From an optimization exercise on the open Yosys and OpenROAD flow, aimed at small area and a short achievable clock period; shortcuts taken in it are not production practice.
RTL that was checked went through simulation tests only; none was proved equivalent to the original.
No functional check of the RTL was part of run 2.

==> flow/design.v, too long to show whole: its modules and the start of the top module <==
// module mas_ripple_carry_adder_4b: 18 lines
// module mas_ripple_carry_adder_8b: 27 lines
// module mas_ripple_carry_adder_16b: 27 lines
// module mas_ripple_carry_adder_32b: 27 lines
// module mas_mul_vedic_2x2: 10 lines
// module mas_mul_vedic_4x4: 46 lines
// module mas_mul_vedic_8x8: 46 lines
// module mas_mul_vedic_16x16: 46 lines
// module mas_mul_vedic_32x32: 2137 lines
// module mas_mul_fa: 4 lines
// module mas_mul_ha: 4 lines
// module mas_mul_bsel: 3 lines
// module mas_mul_bseli: 3 lines
module mas_mul_vedic_32x32 (
  input               clk,
  input               rstn,
  input        [31:0] in1,
  input        [31:0] in2,
  output logic [63:0] res
);
  // ...
==> flow/flow/run.sh <==
#!/bin/bash
# The standard layout, with plain buffers (not delay cells) on the ports.
export BUFFER_PORTS_ARGS="-buffer_cell sky130_fd_sc_hd__buf_1"
bash standard.sh > standard.log 2>&1
==> flow/standard.sh <==
#!/bin/bash
# synth_recipe.tcl (not shown) runs the flow's synth.tcl, then flattens the netlist and writes it again
# the make line also repeats each setting of config.mk as NAME=value (left out here)
make -C /OpenROAD-flow-scripts/flow DESIGN_CONFIG=/design/flow/config.mk WORK_HOME=/design/flow/orfs CLKGATE_MAP_FILE= SYNTH_SCRIPT=/design/flow/synth_recipe.tcl "${@:-finish}"
==> flow/config.mk <==
export PLATFORM = sky130hd
export DESIGN_NAME = mas_mul_vedic_32x32
export DESIGN_NICKNAME = mas_mul_vedic_32x32
export VERILOG_FILES = /design/flow/design.v
export SDC_FILE = /design/flow/constraint.sdc
export NUM_CORES = 4
export LEC_CHECK = 0
export ABC_AREA = 1
export CAP_MARGIN = 60
export CORE_MARGIN = 2
export CORE_UTILIZATION = 55
export SLEW_MARGIN = 60
export SYNTH_HIERARCHICAL = 1
==> flow/constraint.sdc <==
create_clock -name core_clock -period 25.0 [get_ports {clk}]
set_input_delay 5.0000 -clock core_clock [delete_from_list [all_inputs] [get_ports {clk}]]
set_output_delay 5.0000 -clock core_clock [all_outputs]
set_load 0.01 [all_outputs]
==> run_results.csv, run 1 <==
group,metric,value,unit
run_status,outcome,"finished clean",
placement,placedInstanceArea,27570,um^2
logic_synthesis,synth_compound_area_frac,0.1354,
sta,setup_tns,0,ps
sta,timing.hold.ws,812.2,ps
cells_and_area,final_area,28180,um^2
sta,final_hold_viol_count,0,
placement,port_buffers,129,
worst_setup_path,startpoint,"btwo[10]",
sta,final_max_slew_viol_count,0,
cts,clk_pin_slew,70,ps
cells_and_area,nNonClkBuffers,195,
logic_synthesis,synth-seq-cells,145,
drt,wl_per_cell,25.45,um
logic_synthesis,synth-warning-count,7,
die,coreArea,47950,um^2
cells_and_area,reg.largest.list,"res: 64 flops, na: 32 flops",
worst_setup_path,critPathBufInv,1,
cts,tritoncts,"yes",
die,well_tap_count,615,
logic_synthesis,synth.largest_area_cell,"fa_1",
worst_setup_path,critPathMaxFanout,18,
drt,top_layer,"met5",
cells_and_area,largestClassByArea,"multi-input gates",
cells_and_area,syn_to_final_growth,5.012,%
cells_and_area,nClkBuffers,17,
==> run 2, diff against run 1 <==
--- a/flow/design.v
+++ b/flow/design.v
@@ -2374,18 +2374,22 @@
 wire sg1424 = sg1360 | (sp1361 & sg1334);
 wire sp1425 = sp1361 & sp1335;
 wire sg1426 = sg1362 | (sp1363 & sg1334);
 wire sp1427 = sp1363 & sp1335;
 wire sg1428 = sg1364 | (sp1365 & sg1334);
 wire sp1429 = sp1365 & sp1335;
 wire sg1430 = sg1366 | (sp1367 & sg1334);
 wire sp1431 = sp1367 & sp1335;
-wire [63:0] cc = {sg1428, sg1426, sg1424, sg1422, sg1420, sg1418, sg1416, sg1414, sg1412, sg1410, sg1408, sg1406, sg1404, sg1402, sg1400, sg1398, sg1396, sg1394, sg1392, sg1390, sg1388, sg1386, sg1384, sg1382, sg1380, sg1378, sg1376, sg1374, sg1372, sg1370, sg1368, sg1334, sg1332, sg1330, sg1328, sg1326, sg1324, sg1322, sg1320, sg1318, sg1316, sg1314, sg1312, sg1310, sg1308, sg1306, sg1304, sg1254, sg1252, sg1250, sg1248, sg1246, sg1244, sg1242, sg1240, sg1182, sg1180, sg1178, sg1176, sg1114, sg1112, sg1048, g0[0], 1'b0};
-assign p = p0 ^ cc;
+wire sel33_0 = p0[33] ^ g0[32];
+wire sel33_1 = p0[33] ^ (g0[32] | p0[32]);
+wire sel33 = sg1334 ? sel33_1 : sel33_0;
+wire [63:0] cc = {sg1428, sg1426, sg1424, sg1422, sg1420, sg1418, sg1416, sg1414, sg1412, sg1410, sg1408, sg1406, sg1404, sg1402, sg1400, sg1398, sg1396, sg1394, sg1392, sg1390, sg1388, sg1386, sg1384, sg1382, sg1380, sg1378, sg1376, sg1374, sg1372, sg1370, 1'b0, sg1334, sg1332, sg1330, sg1328, sg1326, sg1324, sg1322, sg1320, sg1318, sg1316, sg1314, sg1312, sg1310, sg1308, sg1306, sg1304, sg1254, sg1252, sg1250, sg1248, sg1246, sg1244, sg1242, sg1240, sg1182, sg1180, sg1178, sg1176, sg1114, sg1112, sg1048, g0[0], 1'b0};
+wire [63:0] q = p0 ^ cc;
+assign p = {q[63:34], sel33, q[32:0]};
 endmodule
 module mas_mul_fa (input a, input b, input c, output s, output co);
 assign s  = a ^ b ^ c;
 assign co = (a & b) | (a & c) | (b & c);
 endmodule
 module mas_mul_ha (input a, input b, output s, output co);
 assign s  = a ^ b;
 assign co = a & b;
==> flow/flow/run.sh (replaced) <==
#!/bin/bash
# The standard layout, with plain buffers (not delay cells) on the ports.
export BUFFER_PORTS_ARGS="-buffer_cell sky130_fd_sc_hd__buf_2"
bash standard.sh > standard.log 2>&1
==> run_results.csv, run 2 <==
group,metric,value,unit
worst_setup_path,startpoint,"btwo[9]",
die,die-area,50530,um^2
sta,final_hold_viol_count,0,
cells_and_area,largest_reg_flops,64,
global_route,antenna_found_initial,8,
sta,tightest_slew,607.0,ps
sta,fmax,164.0,MHz
sta,layout_min_cycle_time,6097,ps
cts,cts_buffers,17,
global_route,first_global_vias,23841,
placement,gp_congestion,0.8548,
cells_and_area,syn_to_final_growth,5.834,%
cts,cts_resized,0,
global_route,grt_start_max_net_pins,50,
cts,tritoncts,"yes",
cts,cts_hold_buf,0,
placement,port_buffers,129,
cts,h-tree-depth,4,
sta,setup_slack,18900,ps
drt,totalWireLength,87830,um
global_route,busiest_layer,"met2",
die,die_h,224.8,um
die,coreArea,47950,um^2
cells_and_area,reg.largest.list,"res: 64 flops, na: 32 flops",
logic_synthesis,synth_edf_count,0,
die,io_pins,130,
global_route,met2_usage,0.5470,
worst_setup_path,critPathMaxFanout,21,
hold_path,hp-start,"bneg[0]",
sta,rsz0062_at_grt,"false",
placement,pre_cts_slack,18810,ps
logic_synthesis,synth-warning-count,7,
drt,detail_route.vias_per_cell,6.560,
logic_synthesis,yosysUniqueCellTypes,37,
sta,setup_tns,0,ps
sta,min_period_over_period,0.2439,
cells_and_area,final_nets,3458,
worst_setup_path,worst-endpoint-arrival,6490,ps
logic_synthesis,synthFlopType,"dfxtp_1",
global_route,gr-usage-met3,0.09758,
cells_and_area,layout-drive-gt1-share,0.1161,
logic_synthesis,synth.largest_area_cell,"fa_1",
logic_synthesis,ys_top_cells_by_area,"fa_1 (36%), xor2_1 (18%), o22ai_1 (12%)",
sta,finalClockSkew,14.46,ps
hold_path,hp-class,"reg -> reg",
worst_setup_path,path_class,"reg -> reg",
worst_setup_path,cp.required,25390,ps
placement,hpwl,55700,um
cts,clock-sinks,145,
drt,ant_nets,0,
cts,clockRootBuffer,"clkbuf_16",
sta,slew_headroom,0.5953,
die,die_x,224.8,um
flow_run,drv_cap,0,
cells_and_area,final_common_cell,"xor2_1",
drt,drt_pass1_iterations,6,
run_status,outcome,"finished clean",
placement,placedInstanceArea,27730,um^2
cells_and_area,final_cell_mix,"xor2_1 (546), o22ai_1 (496), fa_1 (484)",
global_route,use_met1,0.4767,
logic_synthesis,synth_top_area_frac,0.3614,
cts,clk_pin_slew,80,ps
cells_and_area,final_area,28370,um^2
cts,cts_buffer_depth,2,
worst_setup_path,r2r_start,"btwo[9]",
global_route,grtUsageTotal,0.3571,
die,placementRows,80,
logic_synthesis,yosysMostFrequentCell,"xor2_1",
drt,first_iter_violations,2518,
logic_synthesis,async_flop_share,0.4414,
cells_and_area,top_register,"res",
worst_setup_path,end_kind,"register",
drt,vias,22522,
logic_synthesis,synth_area_per_cell,9.319,um^2
worst_setup_path,cp-start-kind,"register",
cts,postCtsSetupBuffers,0,
logic_synthesis,syn_inst,2877,
sta,setup_viol,0,
drt,remaining_drc_errors,0,
logic_synthesis,seq_area_frac_synth,0.1202,
drt,wl_per_cell,25.58,um
cts,clk_latency,500,ps
global_route,grt-ovfl-total,0,
logic_synthesis,ys_top_cells_by_count,"xor2_1 (546), o22ai_1 (496), fa_1 (484), nand2_1 (313), clkbuf_1 (246)",
logic_synthesis,syn_area,26810,um^2
die,initial_core_util,0.5592,
global_route,grt_pass1_wl,137100,um
logic_synthesis,synth-seq-cells,145,
sta,final_max_slew_viol_count,0,
-- run 2: cell count changes after synthesis, sizes merged --
cell | before | now
inv | 131 | 139
nand2 | 330 | 333
nor3 | 10 | 13
and3 | 2 | 0
nor4 | 2 | 0
buf | 54 | 53
fa | 485 | 484
ha | 104 | 105
nand3 | 51 | 52
nand4 | 0 | 1
-- run 2: final cells by class --
| type | instances | area (um^2) |
|---|---|---|
| Antenna cell | 2 | 5.005 |
| Clock buffer | 19 | 464.2 |
| Clock inverter | 13 | 142.6 |
| Fill cell | 4184 | 19570 |
| Inverter | 139 | 521.8 |
| Multi-Input combinational cell | 2304 | 21890 |
| Sequential cell | 145 | 3337 |
| Tap cell | 615 | 769.5 |
| Timing Repair Buffer | 196 | 1247 |
-- run 2: per-module statistics from Yosys (local to each module, per instance) --
module / cells / flops+latches / times used / cell area [um^2]
mas_mul_fa: 1 / 0 / 480 / 20.02
mas_mul_ha: 1 / 0 / 41 / 12.51
mas_mul_vedic_32x32: 2356 / 145 / 1 / 16690
-- run 2: final timing paths --
kind	to	slack, ps	cells after the start
max	res[50]	18900	19
min reg2reg	res[0]	730	2
max reg2reg	res[50]	18900	19
min	res[0]	730	2
min in group asynchronous	res[29]	4310	1
max in group asynchronous	res[0]	20030	2
-- run 2: critical path: stages (launching register included) --
cell,delay [ps]
dfxtp_2,600
buf_4,390
o22ai_1,160
xor2_1,200
fa_1,440
fa_1,570
fa_1,450
fa_1,430
fa_1,510
fa_1,410
ha_1,350
nand2_1,100
nor2_2,230
nand2_2,200
inv_1,230
nand4_2,250
nor3_1,200
nand2_1,90
nand3_1,100
nand2_1,60
-- run 2: per-stage QoR --
step                hold WS [ps]  cells  utilization
floorplan                  542.6   2887            -
global placement           876.4   3397       0.5758
detailed placement         714.9   3398       0.5784
CTS                        736.8   3430       0.5911
global route               773.4   3431       0.5917
finish                     733.1   3433       0.5918
-- run 2: kinds of logic after synthesis --
kind of cell,synth area share
adders and majority gates,0.4104
AOI/OAI and AO/OA,0.1354
xor gates and xnor gates,0.1846
and+or+nand+nor,0.08438
buffers and inverters,0.06482
DFF,0.1202
other,0.0001399
-- run 2: per-layer routing --
metal	wire, um	vias to the layer above	part of all wire
met1	34860	11291	0.40
met2	39360	1537	0.45
met5	64	-	0.00073
li1	-	9371	-
met3	9878	313	0.11
met4	3663	10	0.042

## afterwards: timing with drivers on the ports
The flow's constraints put no driver on any port. The routed layouts listed below were extracted and timed again, unchanged, in two steps.
Step 1 sets driving cells, clkbuf_16 on the clock port and buf_2 on the other inputs (assumed; they add their load-dependent delay and slew).
Step 2 moves the port delays by t, midway between the first and last clock arrival at a register: inputs arrive t later, outputs are due t later. That takes back most of the time a late clock gives input paths.
a / b / c = ideal ports / drivers / drivers and shift; a / b = the first two.
| run | t, ns | setup WS [ns] | worst setup path at the end | latest minus earliest clock arrival (ns) |
|---|---|---|---|---|
| run 1 | 0.544 | 18.902 / 18.860 / 18.790 | input to register | 0.017 / 0.017 |
| run 2 | 0.554 | 18.903 / 18.903 / 18.903 | register to register | 0.016 / 0.015 |
After both steps setup and hold are still met in every run listed. The setup slack of run 1, which loses most, moves by -0.042 ns with the drivers and by -0.112 ns with both steps.
